Optimization exercise on an open flow, not production practice. RTL: at most simulated, not proved equivalent. Function not checked: runs 1 to 3. Power: default activity.

[design/flow/run.sh]
#!/bin/bash
# synth_recipe.tcl (not shown) runs the flow's synth.tcl, then flattens the netlist and writes it again
# the make line also repeats each setting of config.mk as NAME=value (left out here)
make -C /OpenROAD-flow-scripts/flow DESIGN_CONFIG=/design/flow/config.mk WORK_HOME=/design/flow/orfs CLKGATE_MAP_FILE= SYNTH_SCRIPT=/design/flow/synth_recipe.tcl finish
[design/flow/constraint.sdc]
create_clock -name core_clock -period 10.0 [get_ports {i_clk}]
set_input_delay 2.0000 -clock core_clock [delete_from_list [all_inputs] [get_ports {i_clk}]]
set_output_delay 2.0000 -clock core_clock [all_outputs]
set_load 0.01 [all_outputs]
[design/flow/config.mk]
export PLATFORM = sky130hd
export DESIGN_NAME = violet_top
export DESIGN_NICKNAME = violet_top
export VERILOG_FILES = /design/flow/design.v
export SDC_FILE = /design/flow/constraint.sdc
export NUM_CORES = 4
export LEC_CHECK = 0
export CAP_MARGIN = 20
export CORE_MARGIN = 2
export CORE_UTILIZATION = 40
export CTS_BUF_LIST = sky130_fd_sc_hd__clkbuf_4
export CTS_CLUSTER_DIAMETER = 100
export CTS_CLUSTER_SIZE = 30
export SLEW_MARGIN = 20
[design/flow/design.v]
`default_nettype none
module violet_top
  (
    input wire i_clk,
    input wire rst,
    input wire [15:0] leds,
    input wire [15:0] display,
    output wire [15:0] buttons,
    input wire uart_rx,
    output wire uart_tx
  );
  violet_core #(.BAUD_DIV(25000000 / 9600)) u_vio(i_clk, rst, leds, display, buttons, uart_rx, uart_tx);
endmodule
module violet_core #(parameter BAUD_DIV = 2604)
  (
    input wire i_clk,
    input wire rst,
    input wire [15:0] leds,
    input wire [15:0] display,
    output reg [15:0] buttons,
    input wire uart_rx,
    output wire uart_tx
  );
  function [11:0] lfsr_step(input [11:0] s);
    lfsr_step = {s[10:0], ~(s[11] ^ s[10] ^ s[9] ^ s[3])};
  endfunction
  function [11:0] lfsr_after(input integer n);
    integer i;
    begin
      lfsr_after = 12'd0;
      for (i = 0; i < n; i = i + 1)
        lfsr_after = lfsr_step(lfsr_after);
    end
  endfunction
  localparam RX_HALF = (BAUD_DIV / 16) * 8;
  localparam [11:0] RX_MID = lfsr_after(RX_HALF - 1);
  localparam [11:0] RX_END = lfsr_after(2 * RX_HALF - 1);
  localparam [11:0] TX_END = lfsr_after(BAUD_DIV - 1);
  reg rx_d, rx_s;
  always @(posedge i_clk) begin
    rx_d <= uart_rx;
    rx_s <= rst | rx_d;
  end
  reg [11:0] rx_t;      
  reg [9:0]  rx_sh;     
  reg        rx_stop;   
  reg [7:0]  rx_data;   
  reg        rx_avail, rx_err;
  wire       rx_ack;
  wire rx_idle  = rx_sh == 10'd0;
  wire rx_start = rx_sh[8:0] == 9'd0;    
  wire rx_mid   = rx_t == RX_MID;
  wire rx_end   = rx_t == RX_END;
  always @(posedge i_clk) begin
    if (rx_idle || rx_end)
      rx_t <= 12'd0;
    else
      rx_t <= lfsr_step(rx_t);
    if (rst) begin
      rx_sh    <= 10'd0;
      rx_stop  <= 1'b0;
      rx_avail <= 1'b0;
      rx_err   <= 1'b0;
    end else if (rx_idle) begin
      if (rx_ack) begin
        rx_avail <= 1'b0;
        rx_err   <= 1'b0;
      end
      if (!rx_s)
        rx_sh <= 10'h200;
    end else if (rx_stop) begin
      if (rx_mid && !rx_s)
        rx_err <= 1'b1;
      if (rx_end) begin
        rx_sh   <= 10'd0;
        rx_stop <= 1'b0;
        if (!rx_err) begin
          rx_data  <= rx_sh[9:2];
          rx_avail <= 1'b1;
        end
      end
    end else if (rx_start && rx_mid && rx_s) begin
      rx_err <= 1'b1;
      rx_sh  <= 10'd0;
    end else begin
      if (rx_mid && !rx_sh[0])
        rx_sh <= {rx_s, rx_sh[9:1]};
      if (rx_end && rx_sh[0])
        rx_stop <= 1'b1;
    end
  end
  localparam D_IDLE = 3'd0, D_ACKR = 3'd1, D_W1 = 3'd2, D_A1 = 3'd3,
             D_W2 = 3'd4, D_A2 = 3'd5, D_EN = 3'd6;
  reg [2:0]  dst;
  reg [1:0]  cls;         
  reg [15:0] cmd_data;
  assign rx_ack = dst == D_ACKR || dst == D_A1 || dst == D_A2;
  wire cmd_en = dst == D_EN;
  always @(posedge i_clk) begin
    if (rst)
      dst <= D_IDLE;
    else
      case (dst)
        D_IDLE, D_EN:
          if (rx_avail) begin
            cls <= rx_data[7:2] == 6'd0 ? rx_data[1:0] : 2'b00;
            dst <= D_ACKR;
          end else
            dst <= D_IDLE;
        D_ACKR: dst <= D_W1;
        D_W1, D_W2:
          if (rx_avail) begin
            cmd_data <= {rx_data, cmd_data[15:8]};
            dst <= dst + 3'd1;
          end
        D_A1: dst <= D_W2;
        D_A2: dst <= D_EN;
        default: dst <= D_IDLE;
      endcase
  end
  localparam V_IDLE = 3'd0, V_REQ = 3'd1, V_TX1 = 3'd2, V_W1 = 3'd3,
             V_W2 = 3'd4;
  reg [2:0]  vst;
  reg [15:0] out;
  wire       tx_idle;
  wire v_free = vst == V_IDLE || (vst == V_W2 && tx_idle);
  wire accept = cmd_en && cls[0] && v_free;
  wire tx_go  = (vst == V_W1 || vst == V_W2) && tx_idle;
  always @(posedge i_clk) begin
    if (rst)
      buttons <= 16'd0;
    else if (cmd_en && cls == 2'b10)
      buttons <= cmd_data;
    if (accept)
      out <= cls[1] ? display : leds;
    else if (vst == V_W1 && tx_idle)
      out[7:0] <= out[15:8];
    if (rst)
      vst <= V_IDLE;
    else if (accept)
      vst <= V_REQ;
    else
      case (vst)
        V_REQ: vst <= V_TX1;
        V_TX1: vst <= V_W1;
        V_W1:  if (tx_idle) vst <= V_W2;
        V_W2:  if (tx_idle) vst <= V_IDLE;
        default: vst <= V_IDLE;
      endcase
  end
  reg [9:0]  tsh;
  reg [11:0] tx_t;
  assign tx_idle = tsh == 10'd0;
  assign uart_tx = tsh[0] | tx_idle;
  wire tx_end = tx_t == TX_END;
  always @(posedge i_clk) begin
    if (tx_go || tx_end)
      tx_t <= 12'd0;
    else
      tx_t <= lfsr_step(tx_t);
    if (rst)
      tsh <= 10'd0;
    else if (tx_go)
      tsh <= {1'b1, out[7:0], 1'b0};
    else if (tx_end)
      tsh <= tsh >> 1;
  end
endmodule
==> results of run 1 <==
==> power breakdown <==
part,internal [uW],switching [uW]
registers,511,23.3
logic,50.9,40.8
clock network,179,168
total,740,232
==> final cells by class <==
| class | count | share of cell area (%) |
|---|---|---|
| inverters | 9 | 0.611 |
| repair buffers | 53 | 9.42 |
| well taps | 143 | 3.24 |
| clock inverters | 12 | 2.58 |
| flip-flops and latches | 113 | 48.5 |
| clock buffers | 20 | 2.72 |
| multi-input cells | 281 | 32.9 |
==> through the flow <==
stage / hold slack, ps / std cells / area [sq um]
final: 418 / 631 / 5530
after global routing: 448 / 631 / 5530
after CTS: 424 / 631 / 5520
after detailed placement: 402 / 599 / 5230
after global placement: 402 / 599 / 5230
after floorplan: 389 / 424 / 4640
==> path summary, 6_finish.rpt <==
| path | endpoint | slack, ps |
|---|---|---|
| hold reg to reg | u_vio.rx_s | 420 |
| setup / recovery | uart_tx | 5880 |
| setup reg to reg | u_vio.rx_data[5] | 7620 |
| hold / removal | u_vio.rx_s | 420 |
==> state kept, by name (all words and copies together), names as in the netlist, 2 cells and up <==
| register | flops |
|---|---|
| u_vio.buttons | 16 |
| u_vio.rx_t | 12 |
| u_vio.vst | 3 |
| u_vio.tx_t | 12 |
| u_vio.cmd_data | 16 |
| u_vio.dst | 3 |
| u_vio.tsh | 10 |
| u_vio.cls | 2 |
| u_vio.rx_data | 8 |
| u_vio.out | 16 |
| u_vio.rx_sh | 10 |
==> layer usage <==
layer / routed length (microns) / vias up / track usage [%]
li1: - / 1604 / -
met1: 4010 / 1499 / 18.5
met4: 76 / 0 / 5.02
met2: 4040 / 51 / 23.1
met5: 0 / - / 0
met3: 289 / 8 / 5.28
==> kinds of logic after synthesis <==
logic type	share of synthesized area, %
and+or+nand+nor	20.4
AOI/OAI and AO/OA	9.08
DFF	57.8
xor gates and xnor gates	0.754
adders and majority gates	2.16
buffers and inverters	3.15
muxes	6.68
==> cells in the mapped netlist (all sizes together) <==
library cell  instances
nand2b                4
and3                  4
xnor2                 3
mux2i                22
and3b                 2
o211a                 1
a21boi                1
o22a                  1
nand3                 5
o221ai                1
dfxtp                71
nor3                 17
and4b                 3
a31o                  1
nand4                 3
inv                   9
o2111a                1
nor2b                11
a31oi                 1
or2                   1
o31ai                 1
mux2                  8
nor2                 31
or2b                  1
a22oi                 2
o21a                  3
clkbuf                9
nor3b                 1
and2                 14
a21oi                43
ha                    8
nand2                54
nand3b                4
o21ai                 8
nand4b                2
edfxtp               42
a21o                  2
or3                   1
and4bb                3
xor2                  1
buf                  12
and4                  3
a41o                  1
a211oi                1
nor4                  7
==> impl_metrics.tcl, run 1 <==
set metrics [dict create \
    avgRoutedWirePerCell_microns 13.3 \
    tightest_slew_ps 965 \
    leakage_uw 0.00195 \
    clkTransAtPathRegs_ps 90 \
    ys_types 58 \
    slew_viol_final 0 \
    clkLatencyLatePin_ps 500 \
    routed_via_density 5.01 \
    drt_iter0_markers 159 \
    ys_top_cells_by_area "dfxtp_1 (31%), edfxtp_1 (27%), mux2i_1 (4.7%)" \
    remaining_drc_errors 0 \
    drv_cap 0 \
    cp_top_family "simple AND/OR/NAND/NOR gates" \
    drt_wl_total_microns 8420 \
    die-area_sq_um 12500 \
    cts_setup_buffers 0 \
    min_path_cells 1 \
    tns_ps 0 \
    grt-ovfl-total 0 \
    hold_buffers 0 \
    r2r_cells 6 \
    finalWorstPathRequiredPeriod_ps 4120 \
    ant_nets 0 \
    multi_input_area_sq_um 1820 \
    synth-seq-area-share_pct 57.8 \
    vias 3162 \
    boundaryPins 52 \
    grt_usage_pct 14.6 \
    antenna_found_initial 0 \
    worstPathArrival_ps 2120 \
    seqCellArea_sq_um 2680 \
    status "no timing/DRC/antenna violations" \
    p_per_area_nw_per_um2 176 \
    finish.utilization_pct 48.6 \
    hp-class "flop to flop" \
    cts_made_buffers 17 \
    skew_ps 18.4 \
    irDropWorstVdd_uv 125 \
    slowest_stage "clkdlybuf4s50_1" \
    synth_top_cell_area_share_pct 30.6 \
    startpoint_type "flop" \
    gp_congestion 0.712 \
    synth_cells 424 \
    placeableCoreArea_sq_um 11400 \
    syn_avg_cell_area_sq_um 11.0 \
    ys_seq_elements 113 \
    grt_max_degree 54 \
    final.period_utilization_pct 41.2 \
    min-delay-start "u_vio.rx_d" \
    cts_tree "built" \
    syn_to_final_growth_pct 19.0 \
    layout-drive-gt1-share_pct 12.1 \
    final_cell_mix "dfxtp_1 (71), nand2_1 (53), clkdlybuf4s50_1 (50)" \
    syn_area_sq_um 4640 \
    die_w_microns 112 \
    nNetsFinal 518 \
    grt_pass1_vias 3074 \
    nFillCells 1080 \
    cts_resized 0 \
    cts_max_path_buffers 2 \
    rsz0062_at_grt "false" \
    cp-startpoint "u_vio.tsh[1]" \
    cts_root_buf "clkbuf_4" \
    finalHoldViolations 0 \
    final_common_cell "dfxtp_1" \
    cpPeakStageDelay_ps 530 \
    setup_ws_ps 5880 \
    fmax_ghz 0.243 \
    path_buf_inv 1 \
    num_antenna_cells 0 \
    path_max_fanout 5 \
    yosysWarnings 1 \
    dp_slack_ps 6020 \
    crit_cells 4 \
    setup_viol 0 \
    setup.worst_path.class "flop to primary output" \
    end_kind "primary output" \
    dr.pass1.iters 4 \
    port_buffers 51 \
    synth_top_cell_by_area "dfxtp_1" \
    row_count 39 \
    dp_hpwl_microns 5620 \
    synth_fp_nets 467 \
    p_total_uw 973 \
    reg2reg_from "u_vio.rx_t[10]" \
    cts.sinks 113 \
    grt_pass1_wl_microns 14600 \
    relSlewSlack_pct 35.2 \
    ctsHtreeMaxLevel 4 \
    die_h_microns 112 \
    required_ps 8000 \
    crit_chain "nor4_4 > nand3_4 > or2b_1 > clkdlybuf4s50_1" \
    start_util_pct 40.8 \
]
==> inputs of run 2 (changes only) <==
==> design/flow/flow/run.sh (new file) <==
#!/bin/bash
# Standard ORFS layout, with minimum-size port buffers and a clock tree of
# small buffers without dummy loads. make's full output goes to flow.log.
set -euo pipefail
bash standard.sh \
  "BUFFER_PORTS_ARGS=-buffer_cell sky130_fd_sc_hd__buf_1" \
  "CTS_ARGS=-sink_clustering_enable -repair_clock_nets -buf_list sky130_fd_sc_hd__clkbuf_8 -sink_clustering_size 30 -sink_clustering_max_diameter 100 -dont_use_dummy_load" \
  finish > flow.log 2>&1
==> design/flow/standard.sh (new file) <==
#!/bin/bash
# synth_recipe.tcl (not shown) runs the flow's synth.tcl, then flattens the netlist and writes it again
# the make line also repeats each setting of config.mk as NAME=value (left out here)
make -C /OpenROAD-flow-scripts/flow DESIGN_CONFIG=/design/flow/config.mk WORK_HOME=/design/flow/orfs CLKGATE_MAP_FILE= SYNTH_SCRIPT=/design/flow/synth_recipe.tcl "${@:-finish}"
removed: design/flow/run.sh
==> run 2 against run 1 <==
  * Still clean
  * Power fell by 5.6%
  * Register-to-register slack better by 30 ps
  * Synthesized cell count did not move
  * Final cell count down 2.4%
  * Utilization shrank 3.3 points
  * Sequential share of layout area rose by 3.5 points
  * Clock power fell by 14%
  * Maximum frequency increased by 13%
  * Die area unchanged
  * Global-route usage is 0.52 points lower
  * Non-clock buffer count stayed put
  * Via count shrank 1.0%
==> impl_metrics.tcl, run 2 <==
set metrics [dict create \
    remaining_drc_errors 0 \
    ys_types 58 \
    cts_setup_buffers 0 \
    cpPeakStageDelay_ps 380 \
    cts_made_buffers 17 \
    start_util_pct 40.8 \
    clkTransAtPathRegs_ps 60 \
    path_max_fanout 5 \
    syn_avg_cell_area_sq_um 11.0 \
    p_per_area_nw_per_um2 178 \
    p_total_uw 918 \
    hp-class "flop to flop" \
    grt_max_degree 54 \
    syn_to_final_growth_pct 11.0 \
    drv_cap 0 \
    setup.worst_path.class "flop to primary output" \
    antenna_found_initial 0 \
    drt_iter0_markers 124 \
    vias 3129 \
    dp_slack_ps 6070 \
    gp_congestion 0.772 \
    hold_buffers 0 \
    port_buffers 51 \
    final_common_cell "dfxtp_1" \
    grt_usage_pct 14.0 \
    cts_max_path_buffers 2 \
    yosysWarnings 1 \
    irDropWorstVdd_uv 96.2 \
    grt_pass1_wl_microns 13900 \
    slew_viol_final 0 \
    final_cell_mix "dfxtp_1 (71), nand2_1 (53), buf_1 (50)" \
    finalWorstPathRequiredPeriod_ps 3660 \
    tns_ps 0 \
    path_buf_inv 1 \
    boundaryPins 52 \
    ctsHtreeMaxLevel 4 \
    die_w_microns 112 \
    die_h_microns 112 \
    synthFlopType "dfxtp_1" \
    grt_pass1_vias 3080 \
    row_count 39 \
    synth-seq-area-share_pct 57.8 \
    setup_viol 0 \
    top_regs "u_vio.buttons (16), u_vio.cmd_data (16), u_vio.out (16)" \
    worstPathArrival_ps 1660 \
    relSlewSlack_pct 36.4 \
    synth_top_cell_by_area "dfxtp_1" \
    startpoint_type "flop" \
    rsz0062_at_grt "false" \
    cts_resized 0 \
    fmax_ghz 0.273 \
    grt-ovfl-total 0 \
    die-area_sq_um 12500 \
    avgRoutedWirePerCell_microns 13.1 \
    synth.most_common_cell "dfxtp_1" \
    synth_fp_nets 467 \
    syn_area_sq_um 4640 \
    tightest_slew_ps 947 \
    end_kind "primary output" \
    placeableCoreArea_sq_um 11400 \
    async_flop_share_pct 0 \
    ant_nets 0 \
    ys_seq_elements 113 \
    layout-drive-gt1-share_pct 9.73 \
    leakage_uw 0.00179 \
    finalHoldViolations 0 \
    nNetsFinal 518 \
    cp_top_family "simple AND/OR/NAND/NOR gates" \
    setup_ws_ps 6340 \
    clkLatencyLatePin_ps 430 \
    dp_hpwl_microns 5530 \
    crit_chain "nor4_4 > nand3_4 > or2b_1 > buf_1" \
    netlist_top_cells_count "dfxtp_1 (71), nand2_1 (53), a21oi_1 (42), edfxtp_1 (42), nor2_1 (29)" \
    dr.pass1.iters 6 \
    skew_ps 15.0 \
    cts_root_buf "clkbuf_8" \
    drt_wl_total_microns 8090 \
    status "no timing/DRC/antenna violations" \
    num_antenna_cells 0 \
    cts.sinks 113 \
    ys_top_cells_by_area "dfxtp_1 (31%), edfxtp_1 (27%), mux2i_1 (4.7%)" \
    routed_via_density 5.08 \
    synth_cells 424 \
    final.period_utilization_pct 36.6 \
    slowest_stage "nor4_4" \
    required_ps 8000 \
    synth_top_cell_area_share_pct 30.6 \
    synth_edf_count 42 \
    cts_tree "built" \
]
run 2: cell types whose count changed in the layout (fill, tap and decap cells not counted):
cell / delta
clkdlybuf4s50_1: -50
clkbuf_8: +17
clkinvlp_4: -4
buf_2: -1
clkinv_1: -2
clkbuf_4: -20
clkinv_2: -3
buf_1: +50
clkbuf_2: +1
bufinv_16: -3
run 2: logic make-up after synthesis:
logic type	after synthesis	share of synthesized area, %
buffers and inverters	30	3.15
multiplexers	30	6.68
flip-flops	113	57.8
XOR/XNOR	4	0.754
AO/OA/AOI/OAI	68	9.08
AND/OR/NAND/NOR	171	20.4
adder cells (fa/ha/maj)	8	2.16
run 2: metrics by stage:
step / hold slack (ps) / util (%) / cell area [sq um] / std cells
floorplan: 389 / - / 4640 / 424
global placement: 396 / 43.3 / 4920 / 599
detailed placement: 400 / 43.3 / 4920 / 599
CTS: 407 / 45.3 / 5150 / 616
global route: 421 / 45.3 / 5150 / 616
finish: 405 / 45.3 / 5150 / 616
run 2: area by class of cell:
type / count / area, sq um
clock buffer: 17 / 234
inverter: 9 / 33.8
fill: 1086 / 6210
tap: 143 / 179
sequential: 113 / 2680
timing repair buffer: 53 / 208
multi-input combinational: 281 / 1820
run 2: worst paths after layout:
check,slack (ps),depth (start not counted),from,to
worst min-delay path,400,1,u_vio.rx_d,u_vio.rx_s
worst min register to register,400,1,u_vio.rx_d,u_vio.rx_s
worst max register to register,7650,6,u_vio.rx_t[10],u_vio.rx_data[4]
worst max-delay path,6340,4,u_vio.tsh[7],uart_tx
run 2: power breakdown:
| group | switching [uW] | internal (uW) | leakage, uW | total (uW) |
|---|---|---|---|---|
| combinational | 41.4 | 42.6 | 0.000707 | 84.0 |
| sequential | 23.8 | 512 | 0.000960 | 536 |
| clock | 150 | 149 | 0.000122 | 298 |
run 2: per-layer routing:
layer / global-route usage [%] / routed length [microns]
met5: 0 / 0
met4: 6.42 / 133
met3: 5.12 / 307
met2: 22.0 / 3820
met1: 17.4 / 3820
==> inputs of run 3 (changes only) <==
==> design/flow/flow/run.sh (replaced) <==
#!/bin/bash
# Standard ORFS layout, with minimum-size port buffers and a clock tree of
# small buffers without dummy loads. make's full output goes to flow.log.
set -euo pipefail
bash standard.sh \
  "BUFFER_PORTS_ARGS=-buffer_cell sky130_fd_sc_hd__buf_1" \
  "CTS_ARGS=-sink_clustering_enable -repair_clock_nets -buf_list sky130_fd_sc_hd__clkbuf_4 -sink_clustering_size 30 -sink_clustering_max_diameter 100 -dont_use_dummy_load" \
  finish > flow.log 2>&1
==> run 3 against run 2 <==
  * Worst setup slack lost 90 ps
  * Combinational power is essentially flat
  * Count of clock-buffer cells in the layout unchanged
  * Sequential cell count unchanged
  * Largest power group unchanged
  * Highest routed layer unchanged
==> impl_metrics.tcl, run 3 <==
set metrics [dict create \
    p_int_uw 631 \
    wl_met3_microns 324 \
    design_area_sq_um 5050 \
    yosysWarnings 1 \
    p_per_area_nw_per_um2 165 \
    setup_viol 0 \
    slew_viol_final 0 \
    drt_iter0_markers 140 \
    cts.sinks 113 \
    antenna_found_initial 0 \
    cts_resized 0 \
    port_buffers 51 \
    p_seq_share_pct 64.1 \
    cts_tree "built" \
    die_h_microns 112 \
    p_sw_uw 204 \
    netlist_top_cells_count "dfxtp_1 (71), nand2_1 (53), a21oi_1 (42), edfxtp_1 (42), nor2_1 (29)" \
    async_flop_share_pct 0 \
    hold_buffers 0 \
    layout-drive-gt1-share_pct 9.73 \
    grt_pass1_vias 3093 \
    status "no timing/DRC/antenna violations" \
    hp-class "flop to flop" \
    muxShareOfSynthArea_pct 6.68 \
    yosys.area_share.simple_pct 20.4 \
    place_area_sq_um 4920 \
    top_layer_used "met4" \
    avgRoutedWirePerCell_microns 13.0 \
    final.period_utilization_pct 37.5 \
    leakage_uw 0.00175 \
    row_count 39 \
    grt-ovfl-total 0 \
    dp_hpwl_microns 5530 \
    cts_setup_buffers 0 \
    synth_fp_nets 467 \
    clkPwrFrac_pct 25.9 \
    drt_wl_total_microns 8030 \
    synth_top_cell_by_area "dfxtp_1" \
    fmax_ghz 0.267 \
    clkLatencyLatePin_ps 510 \
    drv_cap 0 \
    die-area_sq_um 12500 \
    relSlewSlack_pct 36.0 \
    gp_congestion 0.772 \
    tns_ps 0 \
    ys_types 58 \
    synth_top_cell_area_share_pct 30.6 \
    final_cell_mix "dfxtp_1 (71), nand2_1 (53), buf_1 (50)" \
    switching_share_pct 24.4 \
    end_kind "primary output" \
    top_regs "u_vio.buttons (16), u_vio.cmd_data (16), u_vio.out (16)" \
    ctsHtreeMaxLevel 4 \
    remaining_drc_errors 0 \
    final_common_cell "dfxtp_1" \
    routed_via_density 5.06 \
    syn_to_final_growth_pct 8.70 \
    syn_area_sq_um 4640 \
    required_ps 8000 \
    path_max_fanout 5 \
    p_total_uw 835 \
    synth.most_common_cell "dfxtp_1" \
    final_cells 616 \
    rsz0062_at_grt "false" \
    synth-compound-area-share_pct 9.08 \
    synth_cells 424 \
    tightest_slew_ps 953 \
    cts_made_buffers 17 \
    met1Wirelength_microns 3720 \
    grt_pass1_wl_microns 13900 \
    synth-seq-area-share_pct 57.8 \
    boundaryPins 52 \
    syn_avg_cell_area_sq_um 11.0 \
    met2_length_microns 3840 \
    synth_top_family_by_area "simple AND/OR/NAND/NOR gates" \
    finalHoldViolations 0 \
    yosys.area_share.adder_pct 2.16 \
    dr.pass1.iters 4 \
    synth_xor_area_share_pct 0.754 \
    grt_usage_pct 14.0 \
    cts_root_buf "clkbuf_4" \
    synthFlopType "dfxtp_1" \
    start_util_pct 40.8 \
    synth_edf_count 42 \
    die_w_microns 112 \
    nNetsFinal 518 \
    clkTransAtPathRegs_ps 80 \
    pwr-share-comb_pct 10.1 \
    grt_max_degree 54 \
    irDropWorstVdd_uv 84.6 \
    ys_top_cells_by_area "dfxtp_1 (31%), edfxtp_1 (27%), mux2i_1 (4.7%)" \
    ant_nets 0 \
    finalWorstPathRequiredPeriod_ps 3750 \
    worstPathArrival_ps 1750 \
    setup.worst_path.class "flop to primary output" \
    skew_ps 24.8 \
    placeableCoreArea_sq_um 11400 \
    num_antenna_cells 0 \
    cts_max_path_buffers 2 \
    startpoint_type "flop" \
    vias 3118 \
    dp.cells 599 \
    ys_seq_elements 113 \
]
## run 3: cell counts after synthesis
No cell type changed its count.
## run 3: worst max-delay path, cell delays in order (launching register included)
cell and delay [ps]:
dfxtp_1 350, nor4_4 380, nand3_4 150, or2b_1 200
buf_1 150
## run 3: final timing paths
| kind | to | cells past startpoint | slack [ps] | start |
|---|---|---|---|---|
| worst max-delay path | uart_tx | 4 | 6250 | u_vio.tsh[7] |
| worst min-delay path | u_vio.rx_s | 1 | 410 | u_vio.rx_d |
| worst max register to register | u_vio.rx_data[4] | 6 | 7660 | u_vio.rx_t[10] |
| worst min register to register | u_vio.rx_s | 1 | 410 | u_vio.rx_d |
## run 3: through the flow
stage	worst slack (ps)	hold WS [ps]	util, %
2_1_floorplan	6420	389	-
3_3_place_gp	6130	396	43.3
3_5_place_dp	6070	400	43.3
4_1_cts	6180	409	44.4
5_1_grt	6120	426	44.4
6_report	6250	408	44.4
## run 3: area by class of cell
class                           count  area (sq um)
Clock buffer                       17           128
Tap cell                          143           179
Timing Repair Buffer               53           208
Fill cell                        1092          6320
Multi-Input combinational cell    281          1820
Inverter                            9          33.8
Sequential cell                   113          2680
## run 3: layer usage
layer  global-route usage [%]  up-vias
met5                        0        -
met4                     6.17        0
met3                     5.12       14
met2                     22.1       44
met1                     17.2     1470
li1                         -     1590
## run 3: power groups by stage
stage	sequential, uW	clock, uW	combinational (uW)
after floorplan	537	0	68.8
after global placement	544	0	82.1
after detailed placement	545	0	84.8
after CTS	535	230	85.3
after global routing	540	250	95.5
final	535	216	84.2
## run 3: kinds of logic after synthesis
| kind of cell | Yosys count |
|---|---|
| simple gates | 171 |
| flops | 113 |
| compound gates | 68 |
| buf+inv | 30 |
| mux | 30 |
| fa+ha+maj | 8 |
| xor+xnor | 4 |
==> inputs of run 4 (changes only) <==
--- a/design/flow/design.v
+++ b/design/flow/design.v
@@ -89,37 +89,28 @@
         rx_stop <= 1'b1;
     end
   end
-  localparam D_IDLE = 3'd0, D_ACKR = 3'd1, D_W1 = 3'd2, D_A1 = 3'd3,
-             D_W2 = 3'd4, D_A2 = 3'd5, D_EN = 3'd6;
   reg [2:0]  dst;
   reg [1:0]  cls;         
   reg [15:0] cmd_data;
-  assign rx_ack = dst == D_ACKR || dst == D_A1 || dst == D_A2;
-  wire cmd_en = dst == D_EN;
+  assign rx_ack = dst[2];
+  wire cmd_en = dst == 3'b011;
+  wire d_read = !dst[2] && rx_avail;
   always @(posedge i_clk) begin
+    if (d_read && (dst[1:0] == 2'd0 || dst[1:0] == 2'd3))
+      cls <= rx_data[7:2] == 6'd0 ? rx_data[1:0] : 2'b00;
+    if (d_read && (dst[1:0] == 2'd1 || dst[1:0] == 2'd2))
+      cmd_data <= {rx_data, cmd_data[15:8]};
     if (rst)
-      dst <= D_IDLE;
-    else
-      case (dst)
-        D_IDLE, D_EN:
-          if (rx_avail) begin
-            cls <= rx_data[7:2] == 6'd0 ? rx_data[1:0] : 2'b00;
-            dst <= D_ACKR;
-          end else
-            dst <= D_IDLE;
-        D_ACKR: dst <= D_W1;
-        D_W1, D_W2:
-          if (rx_avail) begin
-            cmd_data <= {rx_data, cmd_data[15:8]};
-            dst <= dst + 3'd1;
-          end
-        D_A1: dst <= D_W2;
-        D_A2: dst <= D_EN;
-        default: dst <= D_IDLE;
-      endcase
+      dst <= 3'b000;
+    else if (dst[2])
+      dst <= {1'b0, dst[1:0] + 2'd1};
+    else if (rx_avail)
+      dst <= {1'b1, dst[1:0] == 2'd3 ? 2'd0 : dst[1:0]};
+    else if (dst[1:0] == 2'd3)
+      dst <= 3'b000;
   end
-  localparam V_IDLE = 3'd0, V_REQ = 3'd1, V_TX1 = 3'd2, V_W1 = 3'd3,
-             V_W2 = 3'd4;
+  localparam V_IDLE = 3'b000, V_REQ = 3'b001, V_TX1 = 3'b011, V_W1 = 3'b110,
+             V_W2 = 3'b100;
   reg [2:0]  vst;
   reg [15:0] out;
   wire       tx_idle;
==> run 4 against run 3 <==
  * Synthesized cell count fell by 7.5%
  * Routed wire length shrank 5.4%
  * Sequential power is 1% lower
  * Worst setup slack improved by 70 ps
  * Non-clock buffer count unchanged
  * Via count fell by 6.5%
  * Hold slack better by 21 ps
  * Maximum frequency up 1.9%
  * Clock skew increased by 2.1 ps
  * Register-to-register slack got worse by 150 ps
  * Highest routed layer unchanged
==> impl_metrics.tcl, run 4 <==
set metrics [dict create \
    pwr-share-comb_pct 15.1 \
    synth_xor_area_share_pct 0.803 \
    grt_usage_pct 14.5 \
    layout-drive-gt1-share_pct 8.26 \
    slowest_stage "dfxtp_1" \
    netlist_top_cells_count "dfxtp_1 (71), nand2_1 (68), edfxtp_1 (42)" \
    hp-class "flop to flop" \
    required_ps 8000 \
    rsz0062_at_grt "false" \
    hold_buffers 0 \
    setup_viol 0 \
    syn_to_final_growth_pct 10.5 \
    leakage_uw 0.00166 \
    cts_made_buffers 17 \
    synth.most_common_cell "dfxtp_1" \
    ys_types 49 \
    p_int_uw 645 \
    port_buffers 51 \
    row_count 38 \
    synth_edf_count 42 \
    placeableCoreArea_sq_um 10700 \
    timing.rr.end "u_vio.out[6]" \
    min-delay-start "u_vio.rx_d" \
    switching_share_pct 25.6 \
    synth_top_cell_by_area "dfxtp_1" \
    reg2reg_from "u_vio.tsh[5]" \
    synth_top_cell_area_share_pct 32.6 \
    finish.utilization_pct 44.9 \
    die-area_sq_um 11800 \
    final_cell_mix "dfxtp_1 (71), nand2_1 (68), buf_1 (50)" \
    synthFlopType "dfxtp_1" \
    synth-seq-area-share_pct 61.5 \
    yosys.area_share.adder_pct 1.15 \
    die_w_microns 108 \
    dr.pass1.iters 4 \
    startpoint_type "flop" \
    clkPwrFrac_pct 24.1 \
    grt_pass1_vias 2893 \
    finalHoldViolations 0 \
    synth_cells 392 \
    drt_wl_total_microns 7600 \
    final.period_utilization_pct 36.8 \
    tightest_slew_ps 937 \
    avgRoutedWirePerCell_microns 12.9 \
    vias 2914 \
    cts_tree "built" \
    ctsHtreeMaxLevel 4 \
    gp_congestion 0.802 \
    start_util_pct 40.6 \
    cts_max_path_buffers 2 \
    async_flop_share_pct 0 \
    drt_iter0_markers 135 \
    antenna_found_initial 0 \
    irDropWorstVdd_uv 97.6 \
    synth-compound-area-share_pct 8.14 \
    boundaryPins 52 \
    finalWorstPathRequiredPeriod_ps 3680 \
    tns_ps 0 \
    syn_avg_cell_area_sq_um 11.1 \
    skew_ps 26.9 \
    top_regs "u_vio.buttons (16), u_vio.cmd_data (16), u_vio.out (16)" \
    synth_fp_nets 431 \
    nNetsFinal 489 \
    fmax_ghz 0.272 \
    status "no timing/DRC/antenna violations" \
    cts_setup_buffers 0 \
    reg2reg_slack_ps 7510 \
    end_kind "primary output" \
    grt_pass1_wl_microns 13100 \
    clkTransAtPathRegs_ps 80 \
    cpPeakStageDelay_ps 340 \
    num_antenna_cells 0 \
    synth_top_family_by_area "simple AND/OR/NAND/NOR gates" \
    die_h_microns 108 \
    p_sw_uw 222 \
    worstPathArrival_ps 1680 \
    dp_hpwl_microns 5310 \
    p_seq_share_pct 60.7 \
    grt-ovfl-total 0 \
    p_total_uw 867 \
    ant_nets 0 \
    crit_chain "nor4_1 > nand3_1 > nand2b_1 > buf_1" \
    yosysWarnings 1 \
    slew_viol_final 0 \
    drv_cap 0 \
    r2r_cells 5 \
    routed_via_density 4.96 \
    setup.worst_path.class "flop to primary output" \
    p_per_area_nw_per_um2 180 \
    grt_max_degree 42 \
    ys_top_cells_by_area "dfxtp_1 (33%), edfxtp_1 (29%), nand2_1 (5.8%)" \
    whs_endpoint "u_vio.rx_s" \
    remaining_drc_errors 0 \
    min_path_cells 1 \
    syn_area_sq_um 4370 \
    relSlewSlack_pct 37.4 \
    cts.sinks 113 \
    yosys.area_share.simple_pct 18.4 \
    muxShareOfSynthArea_pct 7.80 \
    clkLatencyLatePin_ps 480 \
    ys_seq_elements 113 \
    cts_resized 0 \
    path_max_fanout 6 \
    cts_root_buf "clkbuf_4" \
    final_common_cell "dfxtp_1" \
]
run 4: layout make-up:
| class | instances | area, sq um |
|---|---|---|
| well taps | 140 | 175 |
| repair buffers | 53 | 208 |
| inverters | 10 | 37.5 |
| clock buffers | 17 | 128 |
| fillers | 1078 | 5920 |
| flip-flops and latches | 113 | 2680 |
| multi-input cells | 255 | 1600 |
run 4: metal layers:
layer	up-vias	track usage [%]	wire length [microns]
met1	1364	17.5	3490
li1	1501	-	-
met2	44	23.4	3750
met5	-	0	0
met3	5	5.49	290
met4	0	5.49	70
run 4: stage by stage:
stage	worst slack, ps	cells	hold WS (ps)	cell area (sq um)
final	6320	588	429	4830
after global routing	6170	588	451	4830
after detailed placement	6310	571	400	4690
after floorplan	6660	392	389	4370
after global placement	6380	571	398	4690
after CTS	6270	588	434	4820
run 4: worst max path at each step:
| stage | from | end | slack [ps] | cells after the start |
|---|---|---|---|---|
| after floorplan | rst | u_vio.rx_data[0] | 6660 | 1 |
| after global placement | rst | u_vio.rx_sh[3] | 6380 | 4 |
| after detailed placement | rst | u_vio.rx_sh[2] | 6310 | 4 |
| after CTS | u_vio.tsh[5] | uart_tx | 6270 | 4 |
| after global routing | u_vio.tsh[1] | uart_tx | 6170 | 4 |
| final | u_vio.tsh[5] | uart_tx | 6320 | 4 |
run 4: power groups by stage:
| stage | logic (uW) | registers, uW | clock network [uW] |
|---|---|---|---|
| floorplan | 111 | 532 | 0 |
| global placement | 130 | 537 | 0 |
| detailed placement | 131 | 537 | 0 |
| CTS | 132 | 527 | 221 |
| global route | 150 | 531 | 241 |
| finish | 131 | 527 | 209 |
run 4: cell families (layout without fill, tap and decap cells):
family,Yosys count,after routing
xor gates and xnor gates,4,4
muxes,33,33
buffers and inverters,24,80
AOI/OAI and AO/OA,57,57
and+or+nand+nor,157,157
DFF,113,113
adders and majority gates,4,4
run 4: critical path, delay by kind of cell (launching register included):
family	cells	cell delay (ps)
flip-flops	1	340
AND/OR/NAND/NOR	3	730
buffers and inverters	1	150
==> inputs of run 5 (changes only) <==
--- a/design/flow/design.v
+++ b/design/flow/design.v
@@ -42,52 +42,35 @@
     rx_s <= rst | rx_d;
   end
   reg [11:0] rx_t;      
-  reg [9:0]  rx_sh;     
-  reg        rx_stop;   
+  reg [10:0] rx_sh;
   reg [7:0]  rx_data;   
   reg        rx_avail, rx_err;
   wire       rx_ack;
-  wire rx_idle  = rx_sh == 10'd0;
-  wire rx_start = rx_sh[8:0] == 9'd0;    
+  wire rx_first = rx_sh[9:0] == 10'd0;         
+  wire rx_idle  = rx_first && !rx_sh[10];
   wire rx_mid   = rx_t == RX_MID;
   wire rx_end   = rx_t == RX_END;
+  wire rx_bad   = rx_first && rx_sh[10] && rx_mid && rx_s;   
+  wire rx_done  = rx_end && rx_sh[0];           
+  wire rx_clr   = rst || rx_bad || rx_done;
+  wire rx_shift = rx_idle ? !rx_s : rx_mid;
   always @(posedge i_clk) begin
     if (rx_idle || rx_end)
       rx_t <= 12'd0;
     else
       rx_t <= lfsr_step(rx_t);
-    if (rst) begin
-      rx_sh    <= 10'd0;
-      rx_stop  <= 1'b0;
+    if (rx_clr || rx_shift)
+      rx_sh <= {rx_idle | rx_s, rx_sh[10:1]} & {11{!rx_clr}};
+    if (rx_done && !rx_err && rx_sh[10])
+      rx_data <= rx_sh[9:2];
+    if (rst || (rx_idle && rx_ack))
       rx_avail <= 1'b0;
-      rx_err   <= 1'b0;
-    end else if (rx_idle) begin
-      if (rx_ack) begin
-        rx_avail <= 1'b0;
-        rx_err   <= 1'b0;
-      end
-      if (!rx_s)
-        rx_sh <= 10'h200;
-    end else if (rx_stop) begin
-      if (rx_mid && !rx_s)
-        rx_err <= 1'b1;
-      if (rx_end) begin
-        rx_sh   <= 10'd0;
-        rx_stop <= 1'b0;
-        if (!rx_err) begin
-          rx_data  <= rx_sh[9:2];
-          rx_avail <= 1'b1;
-        end
-      end
-    end else if (rx_start && rx_mid && rx_s) begin
+    else if (rx_done && !rx_err && rx_sh[10])
+      rx_avail <= 1'b1;
+    if (rst || (rx_idle && rx_ack))
+      rx_err <= 1'b0;
+    else if (rx_bad || (rx_done && !rx_sh[10]))
       rx_err <= 1'b1;
-      rx_sh  <= 10'd0;
-    end else begin
-      if (rx_mid && !rx_sh[0])
-        rx_sh <= {rx_s, rx_sh[9:1]};
-      if (rx_end && rx_sh[0])
-        rx_stop <= 1'b1;
-    end
   end
   reg [2:0]  dst;
   reg [1:0]  cls;         
==> design/flow/flow/run.sh (replaced) <==
#!/bin/bash
# Standard ORFS layout with three changes:
#  - synthesis maps the logic with an area-oriented ABC script (flow/area.abc);
#    everything else in synthesis, registers included, is the standard one
#  - port buffers are the smallest buffer cell
#  - the clock tree uses small buffers and no dummy loads
# make's full output goes to flow.log; ORFS keeps each step's log under orfs/logs.
set -euo pipefail
export MY_ABC_SCRIPT=$PWD/flow/area.abc
bash standard.sh \
  "SYNTH_SCRIPT=$PWD/flow/synth.tcl" \
  "BUFFER_PORTS_ARGS=-buffer_cell sky130_fd_sc_hd__buf_1" \
  "CTS_ARGS=-sink_clustering_enable -repair_clock_nets -buf_list sky130_fd_sc_hd__clkbuf_4 -sink_clustering_size 30 -sink_clustering_max_diameter 100 -dont_use_dummy_load" \
  finish > flow.log 2>&1
==> design/flow/flow/area.abc (new file) <==
strash
dc2
dch -f
amap
topo
dnsize -c
==> design/flow/flow/synth.tcl (new file) <==
proc synth {args} { yosys synth -nofsm -noshare {*}$args }
proc abc {args} {
  set i [lsearch -exact $args -script]
  if {$i >= 0 && [info exists ::env(MY_ABC_SCRIPT)]} { lset args [expr {$i + 1}] $::env(MY_ABC_SCRIPT) }
  yosys abc {*}$args
}
source $::env(SCRIPTS_DIR)/synth.tcl
# left out here: clear keep_hierarchy, flatten, clean up, hide names made inside functions, write 1_2_yosys.v
==> design/flow/config.mk (replaced) <==
export PLATFORM = sky130hd
export DESIGN_NAME = violet_top
export DESIGN_NICKNAME = violet_top
export VERILOG_FILES = /design/flow/design.v
export SDC_FILE = /design/flow/constraint.sdc
export NUM_CORES = 4
export LEC_CHECK = 0
export CAP_MARGIN = 20
export CORE_MARGIN = 2
export CORE_UTILIZATION = 70
export PLACE_DENSITY = 0.85
export SLEW_MARGIN = 20
==> run 5 against run 4 <==
  * Hold slack better by 3.6 ps
  * Via count is 5.5% lower
  * Sequential cell count stayed put
  * Largest cell class unchanged
  * Power is 1.3% higher
  * Synthesized area is 7.5% lower
  * Sequential share of layout area is 6.7 points higher
  * Clock power hardly changed
  * Critical path depth stayed put
==> impl_metrics.tcl, run 5 <==
set metrics [dict create \
    status "no timing/DRC/antenna violations" \
    vias 2753 \
    ys_types 25 \
    rsz0062_at_grt "false" \
    drv_cap 0 \
    skew_ps 31.8 \
    worstPathArrival_ps 2270 \
    finalHoldViolations 0 \
    synth_top_cell_by_area "edfxtp_1" \
    ant_nets 0 \
    synth.most_common_cell "dfxtp_1" \
    cts_resized 0 \
    required_ps 8000 \
    ys_top_cells_by_area "edfxtp_1 (39%), dfxtp_1 (30%), nor2_1 (4.7%)" \
    pwr-share-comb_pct 11.9 \
    p_seq_share_pct 64.6 \
    leakage_uw 0.00159 \
    clkLatencyLatePin_ps 490 \
    final_cell_mix "dfxtp_1 (60), edfxtp_1 (53), nor2_1 (51), buf_1 (51), clkinv_1 (33)" \
    slew_viol_final 0 \
    boundaryPins 52 \
    yosysWarnings 1 \
    synth_cells 327 \
    routed_via_density 5.85 \
    path_max_fanout 4 \
    nNetsFinal 440 \
    antenna_found_initial 0 \
    p_per_area_nw_per_um2 196 \
    fmax_ghz 0.234 \
    p_total_uw 879 \
    avgRoutedWirePerCell_microns 14.8 \
    setup.worst_path.class "flop to primary output" \
    drt_wl_total_microns 6970 \
    synth-seq-area-share_pct 69.1 \
    dp_hpwl_microns 4850 \
    layout-drive-gt1-share_pct 5.51 \
    drt_iter0_markers 209 \
    dr.pass1.iters 5 \
    final_common_cell "dfxtp_1" \
    final.period_utilization_pct 42.7 \
    ys_seq_elements 113 \
    cts.sinks 113 \
    switching_share_pct 24.7 \
    cts_root_buf "clkbuf_4" \
    p_sw_uw 217 \
    cts_made_buffers 17 \
    netlist_top_cells_count "dfxtp_1 (60), edfxtp_1 (53), nor2_1 (51)" \
    row_count 27 \
    top_regs "u_vio.buttons (16), u_vio.cmd_data (16), u_vio.out (16)" \
    async_flop_share_pct 0 \
    synthFlopType "dfxtp_1" \
    gp_congestion 0.775 \
    setup_viol 0 \
    synth_edf_count 53 \
    syn_area_sq_um 4040 \
    hold_buffers 0 \
    end_kind "primary output" \
    syn_avg_cell_area_sq_um 12.4 \
    cts_tree "built" \
    irDropWorstVdd_uv 170 \
    tightest_slew_ps 1040 \
    relSlewSlack_pct 30.4 \
    synth_top_cell_area_share_pct 39.4 \
    startpoint_type "flop" \
    clkTransAtPathRegs_ps 80 \
    die_w_microns 80.0 \
    port_buffers 51 \
    placeableCoreArea_sq_um 5540 \
    tns_ps 0 \
    grt_max_degree 20 \
    start_util_pct 72.9 \
    grt-ovfl-total 0 \
    grt_pass1_vias 2622 \
    die-area_sq_um 6400 \
    grt_usage_pct 23.6 \
    cts_max_path_buffers 2 \
    die_h_microns 80.0 \
    num_antenna_cells 0 \
    clkPwrFrac_pct 23.5 \
    syn_to_final_growth_pct 11.0 \
    remaining_drc_errors 0 \
    cts_setup_buffers 0 \
    hp-class "flop to flop" \
    finalWorstPathRequiredPeriod_ps 4270 \
    p_int_uw 661 \
    ctsHtreeMaxLevel 4 \
    synth_fp_nets 366 \
    grt_pass1_wl_microns 11300 \
]
-- run 5: changes by cell type in the layout (fill, tap and decap cells not counted), sizes merged, moves of 9 or more --
cell    before  now
a21oi       33    4
edfxtp      42   53
clkinv       0   33
a22oi        1   10
nand2       68   13
dfxtp       71   60
nor2        17   51
mux2i       25    0
inv         10    0
o221a        0   16
and2        15    0
-- run 5: worst max-delay path: stages, from the launching register on --
cell and delay [ps]:
dfxtp_1 330, or4_1 530, nor4_1 610, or2_0 180, buf_1 150
-- run 5: cells by family after synthesis --
logic type	synth area share, %
AO/OA/AOI/OAI	13.0
adder cells (fa/ha/maj)	1.24
AND/OR/NAND/NOR	13.6
buffers and inverters	3.07
flip-flops	69.1
-- run 5: path summary, 6_finish.rpt --
kind | from | to | slack [ps] | depth (start not counted)
min | u_vio.tx_t[10] | u_vio.tx_t[11] | 430 | 2
max reg2reg | u_vio.cls[1] | u_vio.buttons[13] | 6430 | 4
min reg2reg | u_vio.tx_t[10] | u_vio.tx_t[11] | 430 | 2
max | u_vio.tsh[7] | uart_tx | 5730 | 4
-- run 5: cell type report --
| class | count | area (sq um) |
|---|---|---|
| flip-flops and latches | 113 | 2790 |
| multi-input cells | 181 | 1130 |
| fillers | 358 | 1060 |
| repair buffers | 55 | 221 |
| clock buffers | 17 | 128 |
| inverters | 33 | 124 |
| well taps | 72 | 90.1 |
-- run 5: power by group through the flow --
stage	sequential [uW]	combinational [uW]	clock, uW
floorplan	569	78.7	0
detailed placement	577	105	0
finish	568	104	207
global placement	574	96.6	0
global route	573	122	231
CTS	568	105	211
-- run 5: routing by layer --
layer	GRT usage [%]	up-vias	share of wire, %	routed length, microns
met3	7.13	11	4.9	344
met1	30.1	1290	44	3100
met5	0	-	0	0
met2	37.3	88	49	3420
li1	-	1364	-	-
met4	10.3	0	1.5	108
-- run 5: stage by stage --
step	util [%]	instances	hold slack [ps]	area (sq um)	setup WS, ps
2_1_floorplan	-	327	391	4040	6570
5_1_grt	80.9	471	449	4480	5630
4_1_cts	80.9	471	437	4480	5720
6_report	80.9	471	433	4480	5730
3_5_place_dp	78.6	454	414	4360	6000
3_3_place_gp	78.6	454	416	4360	6040
==> inputs of run 6 (changes only) <==
--- a/design/flow/config.mk
+++ b/design/flow/config.mk
@@ -7,6 +7,8 @@
 export LEC_CHECK = 0
 export CAP_MARGIN = 20
 export CORE_MARGIN = 2
-export CORE_UTILIZATION = 70
-export PLACE_DENSITY = 0.85
+export CORE_UTILIZATION = 40
+export CTS_BUF_LIST = sky130_fd_sc_hd__clkbuf_4
+export CTS_CLUSTER_DIAMETER = 100
+export CTS_CLUSTER_SIZE = 30
 export SLEW_MARGIN = 20
==> run 6 against run 5 <==
  * Sequential power about the same
  * Non-clock buffer count down 1
  * Still clean
  * Global-route usage down 9.9 points
  * Clock power about the same
  * Register-to-register slack about the same
  * Power down 0.76%
  * Via count down 3.7%
  * Hold slack worse by 24 ps
==> impl_metrics.tcl, run 6 <==
set metrics [dict create \
    required_ps 10090 \
    setup_viol 0 \
    cts_max_path_buffers 2 \
    avgRoutedWirePerCell_microns 13.2 \
    syn_to_final_growth_pct 12.7 \
    r2r_cells 4 \
    antenna_found_initial 0 \
    hp-class "flop to flop" \
    rsz0062_at_grt "false" \
    finalWorstPathRequiredPeriod_ps 4220 \
    tightest_slew_ps 1050 \
    tns_ps 0 \
    cts_root_buf "clkbuf_4" \
    remaining_drc_errors 0 \
    startpoint_type "primary input" \
    cp-startpoint "rst" \
    synth.most_common_cell "dfxtp_1" \
    fmax_ghz 0.237 \
    status "no timing/DRC/antenna violations" \
    vias 2652 \
    final_common_cell "dfxtp_1" \
    final.period_utilization_pct 42.2 \
    dp_hpwl_microns 4900 \
    setup.worst_path.class "primary input to flop" \
    async_flop_share_pct 0 \
    synth_edf_count 53 \
    placeableCoreArea_sq_um 9770 \
    gp_congestion 0.807 \
    synthFlopType "dfxtp_1" \
    leakage_uw 0.00159 \
    synth-seq-area-share_pct 69.1 \
    boundaryPins 52 \
    ys_top_cells_by_area "edfxtp_1 (39%), dfxtp_1 (30%), nor2_1 (4.7%)" \
    dr.pass1.iters 5 \
    worstPathArrival_ps 4310 \
    final_cell_mix "dfxtp_1 (60), edfxtp_1 (53), nor2_1 (51), buf_1 (51), clkinv_1 (33)" \
    crit_cells 4 \
    cts.sinks 113 \
    ys_seq_elements 113 \
    cp_top_family "buffers and inverters" \
    hold_ws_ps 409 \
    cts_made_buffers 17 \
    row_count 36 \
    synth_top_cell_area_share_pct 39.4 \
    drt_iter0_markers 162 \
    ant_nets 0 \
    timing.rr.end "u_vio.buttons[9]" \
    grt_max_degree 20 \
    die-area_sq_um 10900 \
    reg2reg_from "u_vio.cls[1]" \
    grt_usage_pct 13.6 \
    irDropWorstVdd_uv 91.2 \
    p_per_area_nw_per_um2 192 \
    cts_setup_buffers 0 \
    hold_buffers 0 \
    routed_via_density 4.99 \
    port_buffers 51 \
    skew_ps 46.9 \
    synth_cells 327 \
    clkTransAtPathRegs_ps 110 \
    nNetsFinal 439 \
    drt_wl_total_microns 7030 \
    die_w_microns 105 \
    reg2reg_slack_ps 6420 \
    grt-ovfl-total 0 \
    syn_avg_cell_area_sq_um 12.4 \
    drv_cap 0 \
    finalHoldViolations 0 \
    netlist_top_cells_count "dfxtp_1 (60), edfxtp_1 (53), nor2_1 (51)" \
    relSlewSlack_pct 29.4 \
    start_util_pct 41.3 \
    clkLatencyLatePin_ps 490 \
    die_h_microns 105 \
    synth_fp_nets 366 \
    slew_viol_final 0 \
    path_max_fanout 19 \
    synth_top_cell_by_area "edfxtp_1" \
    end_kind "flop" \
    top_regs "u_vio.buttons (16), u_vio.cmd_data (16), u_vio.out (16)" \
    cpPeakStageDelay_ps 690 \
    endpoint "u_vio.rx_sh[9]" \
    cts_resized 0 \
    p_total_uw 872 \
    grt_pass1_wl_microns 11500 \
    ys_types 25 \
    ctsHtreeMaxLevel 4 \
    grt_pass1_vias 2558 \
    syn_area_sq_um 4040 \
    cts_tree "built" \
    slowest_stage "clkinv_1" \
    layout-drive-gt1-share_pct 5.28 \
    num_antenna_cells 0 \
    crit_chain "buf_1 > clkinv_1 > nand3_1 > a211o_1" \
    yosysWarnings 1 \
    path_buf_inv 2 \
]
-- run 6: kinds of logic (layout without fill, tap and decap cells) --
| group | Yosys count | count (layout) | share of synthesized area [%] |
|---|---|---|---|
| AO/OA/AOI/OAI | 63 | 63 | 13.0 |
| adder cells (fa/ha/maj) | 4 | 4 | 1.24 |
| buffers and inverters | 33 | 104 | 3.07 |
| flip-flops | 113 | 113 | 69.1 |
| AND/OR/NAND/NOR | 114 | 114 | 13.6 |
-- run 6: layout make-up --
class / count / area (sq um)
fill: 916 / 5220
multi-input combinational: 181 / 1130
sequential: 113 / 2790
timing repair buffer: 54 / 214
inverter: 33 / 124
clock buffer: 17 / 128
tap: 133 / 166
-- run 6: power by group --
| part | internal, uW | switching (uW) |
|---|---|---|
| registers | 538 | 28.2 |
| logic | 45.8 | 54.8 |
| clock network | 77.5 | 128 |
| total | 661 | 211 |
-- run 6: metal layers --
layer | track usage, % | part of all wire, %
met4 | 7.14 | 0.60
met2 | 20.8 | 49
met1 | 17.2 | 48
met5 | 0 | 0
met3 | 4.57 | 3.2
-- run 6: worst min path at each step --
stage / startpoint / end / cells after the start
global placement: u_vio.tx_t[10] / u_vio.tx_t[11] / 2
floorplan: u_vio.rx_d / u_vio.rx_s / 1
detailed placement: u_vio.tx_t[10] / u_vio.tx_t[11] / 2
CTS: u_vio.cmd_data[11] / u_vio.cmd_data[3] / 0
finish: u_vio.cmd_data[11] / u_vio.cmd_data[3] / 0
global route: u_vio.rx_data[1] / u_vio.cmd_data[9] / 0
-- run 6: worst reg2reg max path, stage by stage (launching register included) --
cell      delay [ps]
edfxtp_1         730
clkinv_1         590
nor3_2          1000
clkinv_1         710
o221a_1          450
-- run 6: through the flow --
step	setup WS, ps	utilization, %	cells	area (sq um)
floorplan	6570	-	327	4040
global placement	5400	45.3	514	4430
detailed placement	5310	45.3	514	4430
CTS	5740	46.6	531	4550
global route	5590	46.6	531	4550
finish	5780	46.6	531	4550
==> inputs of run 7 (changes only) <==
--- a/design/flow/design.v
+++ b/design/flow/design.v
@@ -22,7 +22,7 @@
     output wire uart_tx
   );
   function [11:0] lfsr_step(input [11:0] s);
-    lfsr_step = {s[10:0], ~(s[11] ^ s[10] ^ s[9] ^ s[3])};
+    lfsr_step = {s[10:0], ~(s[11] ^ s[10])};
   endfunction
   function [11:0] lfsr_after(input integer n);
     integer i;
@@ -32,6 +32,7 @@
         lfsr_after = lfsr_step(lfsr_after);
     end
   endfunction
+  localparam [11:0] T_MASK = 12'b101010101010;
   localparam RX_HALF = (BAUD_DIV / 16) * 8;
   localparam [11:0] RX_MID = lfsr_after(RX_HALF - 1);
   localparam [11:0] RX_END = lfsr_after(2 * RX_HALF - 1);
@@ -41,7 +42,8 @@
     rx_d <= uart_rx;
     rx_s <= rst | rx_d;
   end
-  reg [11:0] rx_t;      
+  reg [11:0] rx_tr;     
+  wire [11:0] rx_t = rx_tr ^ T_MASK;
   reg [10:0] rx_sh;
   reg [7:0]  rx_data;   
   reg        rx_avail, rx_err;
@@ -56,9 +58,9 @@
   wire rx_shift = rx_idle ? !rx_s : rx_mid;
   always @(posedge i_clk) begin
     if (rx_idle || rx_end)
-      rx_t <= 12'd0;
+      rx_tr <= T_MASK;
     else
-      rx_t <= lfsr_step(rx_t);
+      rx_tr <= lfsr_step(rx_t) ^ T_MASK;
     if (rx_clr || rx_shift)
       rx_sh <= {rx_idle | rx_s, rx_sh[10:1]} & {11{!rx_clr}};
     if (rx_done && !rx_err && rx_sh[10])
@@ -76,23 +78,21 @@
   reg [1:0]  cls;         
   reg [15:0] cmd_data;
   assign rx_ack = dst[2];
-  wire cmd_en = dst == 3'b011;
+  wire cmd_en = dst == 3'b010;
   wire d_read = !dst[2] && rx_avail;
   always @(posedge i_clk) begin
-    if (d_read && (dst[1:0] == 2'd0 || dst[1:0] == 2'd3))
+    if (d_read && !dst[0])
       cls <= rx_data[7:2] == 6'd0 ? rx_data[1:0] : 2'b00;
-    if (d_read && (dst[1:0] == 2'd1 || dst[1:0] == 2'd2))
+    if (d_read && dst[0])
       cmd_data <= {rx_data, cmd_data[15:8]};
     if (rst)
       dst <= 3'b000;
     else if (dst[2])
-      dst <= {1'b0, dst[1:0] + 2'd1};
-    else if (rx_avail)
-      dst <= {1'b1, dst[1:0] == 2'd3 ? 2'd0 : dst[1:0]};
-    else if (dst[1:0] == 2'd3)
-      dst <= 3'b000;
+      dst <= {1'b0, dst[0], !dst[1]};
+    else
+      dst <= {rx_avail, dst[1] & dst[0], dst[0]};
   end
-  localparam V_IDLE = 3'b000, V_REQ = 3'b001, V_TX1 = 3'b011, V_W1 = 3'b110,
+  localparam V_IDLE = 3'b000, V_REQ = 3'b011, V_TX1 = 3'b010, V_W1 = 3'b110,
              V_W2 = 3'b100;
   reg [2:0]  vst;
   reg [15:0] out;
@@ -123,15 +123,16 @@
       endcase
   end
   reg [9:0]  tsh;
-  reg [11:0] tx_t;
+  reg [11:0] tx_tr;
+  wire [11:0] tx_t = tx_tr ^ T_MASK;
   assign tx_idle = tsh == 10'd0;
   assign uart_tx = tsh[0] | tx_idle;
   wire tx_end = tx_t == TX_END;
   always @(posedge i_clk) begin
     if (tx_go || tx_end)
-      tx_t <= 12'd0;
+      tx_tr <= T_MASK;
     else
-      tx_t <= lfsr_step(tx_t);
+      tx_tr <= lfsr_step(tx_t) ^ T_MASK;
     if (rst)
       tsh <= 10'd0;
     else if (tx_go)
==> design/flow/config.mk (replaced) <==
export PLATFORM = sky130hd
export DESIGN_NAME = violet_top
export DESIGN_NICKNAME = violet_top
export VERILOG_FILES = /design/flow/design.v
export SDC_FILE = /design/flow/constraint.sdc
export NUM_CORES = 4
export LEC_CHECK = 0
export CAP_MARGIN = 0
export CORE_MARGIN = 2
export CORE_UTILIZATION = 40
export SLEW_MARGIN = 0
==> run 7 against run 6 <==
  * Still clean
  * Final cell count fell by 4.7%
  * Sequential cell count did not move
  * Synthesized cell count fell by 7.3%
  * Register-to-register slack got worse by 120 ps
  * Worst setup slack improved by 86 ps
  * Maximum frequency rose by 2.1%
  * First-iteration DRC count fell by 41%
  * Hold slack got worse by 26 ps
==> impl_metrics.tcl, run 7 <==
set metrics [dict create \
    status "no timing/DRC/antenna violations" \
    die_h_microns 103 \
    cpPeakStageDelay_ps 680 \
    leakage_uw 0.00155 \
    path_buf_inv 2 \
    final.period_utilization_pct 41.3 \
    min-delay-start "u_vio.tx_tr[2]" \
    rsz0062_at_grt "false" \
    r2r_cells 4 \
    num_antenna_cells 0 \
    vias 2506 \
    ctsHtreeMaxLevel 4 \
    drt_wl_total_microns 6660 \
    timing.rr.end "u_vio.buttons[14]" \
    synth_edf_count 53 \
    synth_top_cell_by_area "edfxtp_1" \
    die_w_microns 103 \
    async_flop_share_pct 0 \
    row_count 36 \
    antenna_found_initial 0 \
    layout-drive-gt1-share_pct 5.36 \
    start_util_pct 40.6 \
    boundaryPins 52 \
    cts_setup_buffers 0 \
    ant_nets 0 \
    cp_top_family "buffers and inverters" \
    ys_types 30 \
    skew_ps 25.5 \
    startpoint_type "primary input" \
    drt_iter0_markers 96 \
    hp-class "flop to flop" \
    ys_top_cells_by_area "edfxtp_1 (41%), dfxtp_1 (31%), o221a_1 (4.6%)" \
    hold_buffers 0 \
    gp_congestion 0.735 \
    nFillCells 942 \
    grt-ovfl-total 0 \
    syn_to_final_growth_pct 12.9 \
    syn_avg_cell_area_sq_um 12.9 \
    grt_usage_pct 13.9 \
    hold_ws_ps 383 \
    required_ps 10110 \
    path_max_fanout 18 \
    slew_viol_final 0 \
    min_path_cells 1 \
    cts_max_path_buffers 2 \
    ys_seq_elements 113 \
    placeableCoreArea_sq_um 9640 \
    setup_viol 0 \
    grt_pass1_vias 2449 \
    relSlewSlack_pct 15.1 \
    tns_ps 0 \
    finalHoldViolations 0 \
    die-area_sq_um 10600 \
    reg2reg_slack_ps 6300 \
    synth-seq-area-share_pct 71.3 \
    top_regs "u_vio.buttons (16), u_vio.cmd_data (16), u_vio.out (16)" \
    yosysWarnings 1 \
    synthFlopType "dfxtp_1" \
    final_cell_mix "dfxtp_1 (60), edfxtp_1 (53), buf_1 (51)" \
    tightest_slew_ps 1260 \
    clkLatencyLatePin_ps 470 \
    avgRoutedWirePerCell_microns 13.2 \
    cts_resized 0 \
    setup.worst_path.class "primary input to flop" \
    port_buffers 51 \
    fmax_ghz 0.242 \
    p_per_area_nw_per_um2 188 \
    dp_hpwl_microns 4570 \
    cts.sinks 113 \
    synth.most_common_cell "dfxtp_1" \
    nNetsFinal 413 \
    clkTransAtPathRegs_ps 80 \
    grt_pass1_wl_microns 11000 \
    cts_made_buffers 17 \
    synth_fp_nets 341 \
    grt_max_degree 20 \
    reg2reg_from "u_vio.cls[1]" \
    finalWorstPathRequiredPeriod_ps 4130 \
    crit_chain "buf_1 > clkinv_1 > nand3_1 > a211o_1" \
    drv_cap 0 \
    whs_endpoint "u_vio.tx_tr[3]" \
    netlist_top_cells_count "dfxtp_1 (60), edfxtp_1 (53), nor2_1 (45)" \
    synth_top_cell_area_share_pct 40.6 \
    worstPathArrival_ps 4240 \
    synth_cells 303 \
    dr.pass1.iters 4 \
    irDropWorstVdd_uv 135 \
    syn_area_sq_um 3920 \
    cts_root_buf "clkbuf_4" \
    final_common_cell "dfxtp_1" \
    end_kind "flop" \
    cts_tree "built" \
    routed_via_density 4.95 \
    slowest_stage "clkinv_1" \
    remaining_drc_errors 0 \
]
## run 7: cell type report
cell class              count  area [sq um]  area share (%)
multi-input cells         168          1050            23.7
repair buffers             53           206            4.67
flip-flops and latches    113          2790            63.1
inverters                  22          82.6            1.87
clock buffers              17           128            2.89
well taps                 133           166            3.76
## run 7: how the worst max path moves through the flow
stage | startpoint | to | depth (start not counted)
2_1_floorplan | u_vio.tsh[0] | uart_tx | 3
3_3_place_gp | rst | u_vio.rx_sh[7] | 4
3_5_place_dp | rst | u_vio.rx_sh[7] | 4
4_1_cts | u_vio.tsh[0] | uart_tx | 4
5_1_grt | u_vio.tsh[0] | uart_tx | 4
6_report | rst | u_vio.rx_sh[0] | 4
## run 7: where the power goes
group,switching [uW],internal (uW)
sequential,29.4,536
clock,128,77.7
combinational,29.3,28.8
total,187,643
## run 7: metrics by stage
stage	cells	area [sq um]	total power [uW]	setup slack, ps	utilization (%)
final	506	4420	830	5870	45.9
after detailed placement	489	4300	637	5340	44.6
after global routing	506	4420	879	5580	45.9
after CTS	506	4420	843	5800	45.9
after global placement	489	4300	633	5370	44.6
after floorplan	303	3920	612	6620	-
## run 7: routing by layer
layer / global-route usage [%] / part of all wire, % / vias up
li1: - / - / 1283
met1: 16.7 / 48 / 1177
met2: 21.9 / 48 / 41
met5: 0 / 0 / -
met3: 4.88 / 3.5 / 5
met4: 7.59 / 0.65 / 0
## run 7: kinds of logic after synthesis
group	share of synthesized area [%]
adders and majority gates	0.958
DFF	71.3
AOI/OAI and AO/OA	12.7
and+or+nand+nor	13.0
buffers and inverters	2.11
==> inputs of run 8 (changes only) <==
--- a/design/flow/design.v
+++ b/design/flow/design.v
@@ -22,7 +22,7 @@
     output wire uart_tx
   );
   function [11:0] lfsr_step(input [11:0] s);
-    lfsr_step = {s[10:0], ~(s[11] ^ s[10])};
+    lfsr_step = {s[10:0], ~(s[11] ^ s[0])};
   endfunction
   function [11:0] lfsr_after(input integer n);
     integer i;
==> run 8 against run 7 <==
  * Still clean on timing, DRC and antenna
  * Sequential cell count is the same
  * Maximum frequency fell by 1.4%
  * Power is 0.31% lower
  * Register-to-register slack improved by 100 ps
  * Global-route usage grew 0.056 points
  * Final cell count decreased by 0.79%
  * Final area shrank 1.0%
  * Critical path type unchanged
  * Highest routed layer unchanged
==> impl_metrics.tcl, run 8 <==
set metrics [dict create \
    ys_top_cells_by_area "edfxtp_1 (41%), dfxtp_1 (31%), o221a_1 (4.7%)" \
    synth_fp_nets 337 \
    layout-drive-gt1-share_pct 5.63 \
    leakage_uw 0.00153 \
    vias 2481 \
    cts_root_buf "clkbuf_4" \
    place_area_sq_um 4250 \
    syn_area_sq_um 3870 \
    ys_types 27 \
    multi_input_area_sq_um 991 \
    crit_chain "buf_1 > clkinv_1 > nand3_1 > clkinv_1 > o221ai_1" \
    grt_max_degree 21 \
    cts_setup_buffers 0 \
    hold_ws_ps 369 \
    netlist_top_cells_count "dfxtp_1 (60), edfxtp_1 (53), nor2_1 (46)" \
    p_total_uw 827 \
    synth_top_cell_by_area "edfxtp_1" \
    antenna_found_initial 0 \
    tns_ps 0 \
    synth_top_cell_area_share_pct 41.1 \
    path_max_fanout 18 \
    routed_via_density 4.94 \
    status "no timing/DRC/antenna violations" \
    cts_tree "built" \
    cts_resized 0 \
    grt_pass1_vias 2317 \
    skew_ps 35.3 \
    finalWorstPathRequiredPeriod_ps 4190 \
    placeableCoreArea_sq_um 9330 \
    path_buf_inv 3 \
    crit_top_cell "clkinv_1" \
    clkLatencyLatePin_ps 490 \
    rsz0062_at_grt "false" \
    start_util_pct 41.5 \
    cpPeakStageDelay_ps 650 \
    cts.sinks 113 \
    clkTransAtPathRegs_ps 90 \
    synth_cells 302 \
    boundaryPins 52 \
    setup_ws_ps 5810 \
    fmax_ghz 0.239 \
    row_count 35 \
    synthFlopType "dfxtp_1" \
    port_buffers 51 \
    end_kind "flop" \
    slowest_stage "clkinv_1" \
    dp_hpwl_microns 4680 \
    avgRoutedWirePerCell_microns 13.2 \
    final.period_utilization_pct 41.9 \
    grt_pass1_wl_microns 10800 \
    remaining_drc_errors 0 \
    hp-class "flop to flop" \
    die-area_sq_um 10500 \
    hold_buffers 0 \
    design_area_sq_um 4380 \
    final_common_cell "dfxtp_1" \
    tightest_slew_ps 1150 \
    synth.most_common_cell "dfxtp_1" \
    synth-seq-area-share_pct 72.2 \
    ctsHtreeMaxLevel 4 \
    yosysWarnings 1 \
    slew_viol_final 0 \
    cts_made_buffers 17 \
    ant_nets 0 \
    die_h_microns 102 \
    drv_cap 0 \
    synth_edf_count 53 \
    syn_to_final_growth_pct 13.1 \
    gp_congestion 0.765 \
    num_antenna_cells 0 \
    irDropWorstVdd_uv 121 \
    final_cell_mix "dfxtp_1 (60), edfxtp_1 (53), buf_1 (51)" \
    grt_usage_pct 13.9 \
    seqCellArea_sq_um 2790 \
    cts_max_path_buffers 2 \
    syn_avg_cell_area_sq_um 12.8 \
    dp_slack_ps 5250 \
    cp_top_family "buffers and inverters" \
    required_ps 10080 \
    ys_seq_elements 113 \
    drt_iter0_markers 154 \
    startpoint_type "primary input" \
    setup.worst_path.class "primary input to flop" \
    drt_wl_total_microns 6640 \
    nNetsFinal 410 \
    async_flop_share_pct 0 \
    relSlewSlack_pct 23.0 \
    worstPathArrival_ps 4270 \
    p_per_area_nw_per_um2 189 \
    top_regs "u_vio.buttons (16), u_vio.cmd_data (16), u_vio.out (16)" \
    finalHoldViolations 0 \
    grt-ovfl-total 0 \
    setup_viol 0 \
    dr.pass1.iters 4 \
    nFillCells 870 \
    die_w_microns 102 \
]
## run 8: changes by cell type in the layout (fill, tap and decap cells not counted), moves of 2 or more
cell      previous run  this run
nand2b_1             4         0
or2_0                6         2
clkinv_1            22        24
nor3_1               7         9
ha_1                 3         0
nand2_1             20        25
or4_1                7         3
o21a_1               2         0
nand4_1              4         6
or4b_1               1         3
## run 8: worst paths after layout
| check | cells after the start | slack [ps] | to | start |
|---|---|---|---|---|
| worst min-delay path | 1 | 370 | u_vio.tx_tr[11] | u_vio.tx_tr[10] |
| worst min register to register | 1 | 370 | u_vio.tx_tr[11] | u_vio.tx_tr[10] |
| worst max-delay path | 5 | 5810 | u_vio.rx_sh[2] | rst |
| worst max register to register | 4 | 6400 | u_vio.buttons[13] | u_vio.cls[1] |
## run 8: kinds of logic (layout without fill, tap and decap cells)
| family | Yosys count | in the layout | share of synthesized area (%) |
|---|---|---|---|
| compound gates | 58 | 58 | 12.8 |
| buf+inv | 24 | 95 | 2.33 |
| flops | 113 | 113 | 72.2 |
| simple gates | 107 | 107 | 12.7 |
## run 8: per-stage QoR
stage	instances	utilization, %
2_1_floorplan	302	-
4_1_cts	502	46.9
3_5_place_dp	485	45.6
5_1_grt	502	46.9
3_3_place_gp	485	45.6
6_report	502	46.9
## run 8: power breakdown
group	switching, uW	leakage [uW]	internal, uW
Clock	128	0.0000782	77.5
Sequential	32.4	0.000981	537
Combinational	26.2	0.000468	25.0
Total	187	0.00153	640
## run 8: metal layers
layer	share of wire, %	routed length (microns)	GRT usage, %
met3	4.5	301	5.95
met4	0.69	46	6.15
met5	0	0	0
met1	48	3180	18.7
met2	47	3110	19.7
## run 8: cell type report
class | count | area share (%)
Sequential cell | 113 | 63.8
Tap cell | 129 | 3.69
Inverter | 24 | 2.06
Timing Repair Buffer | 54 | 4.89
Multi-Input combinational cell | 165 | 22.6
Clock buffer | 17 | 2.92
## run 8: worst register-to-register path, delay by kind of cell (launching register included)
kind                   cells  cell delay (ps)
AO/OA/AOI/OAI              1              460
flip-flops                 1              710
buffers and inverters      2             1320
AND/OR/NAND/NOR            1             1010
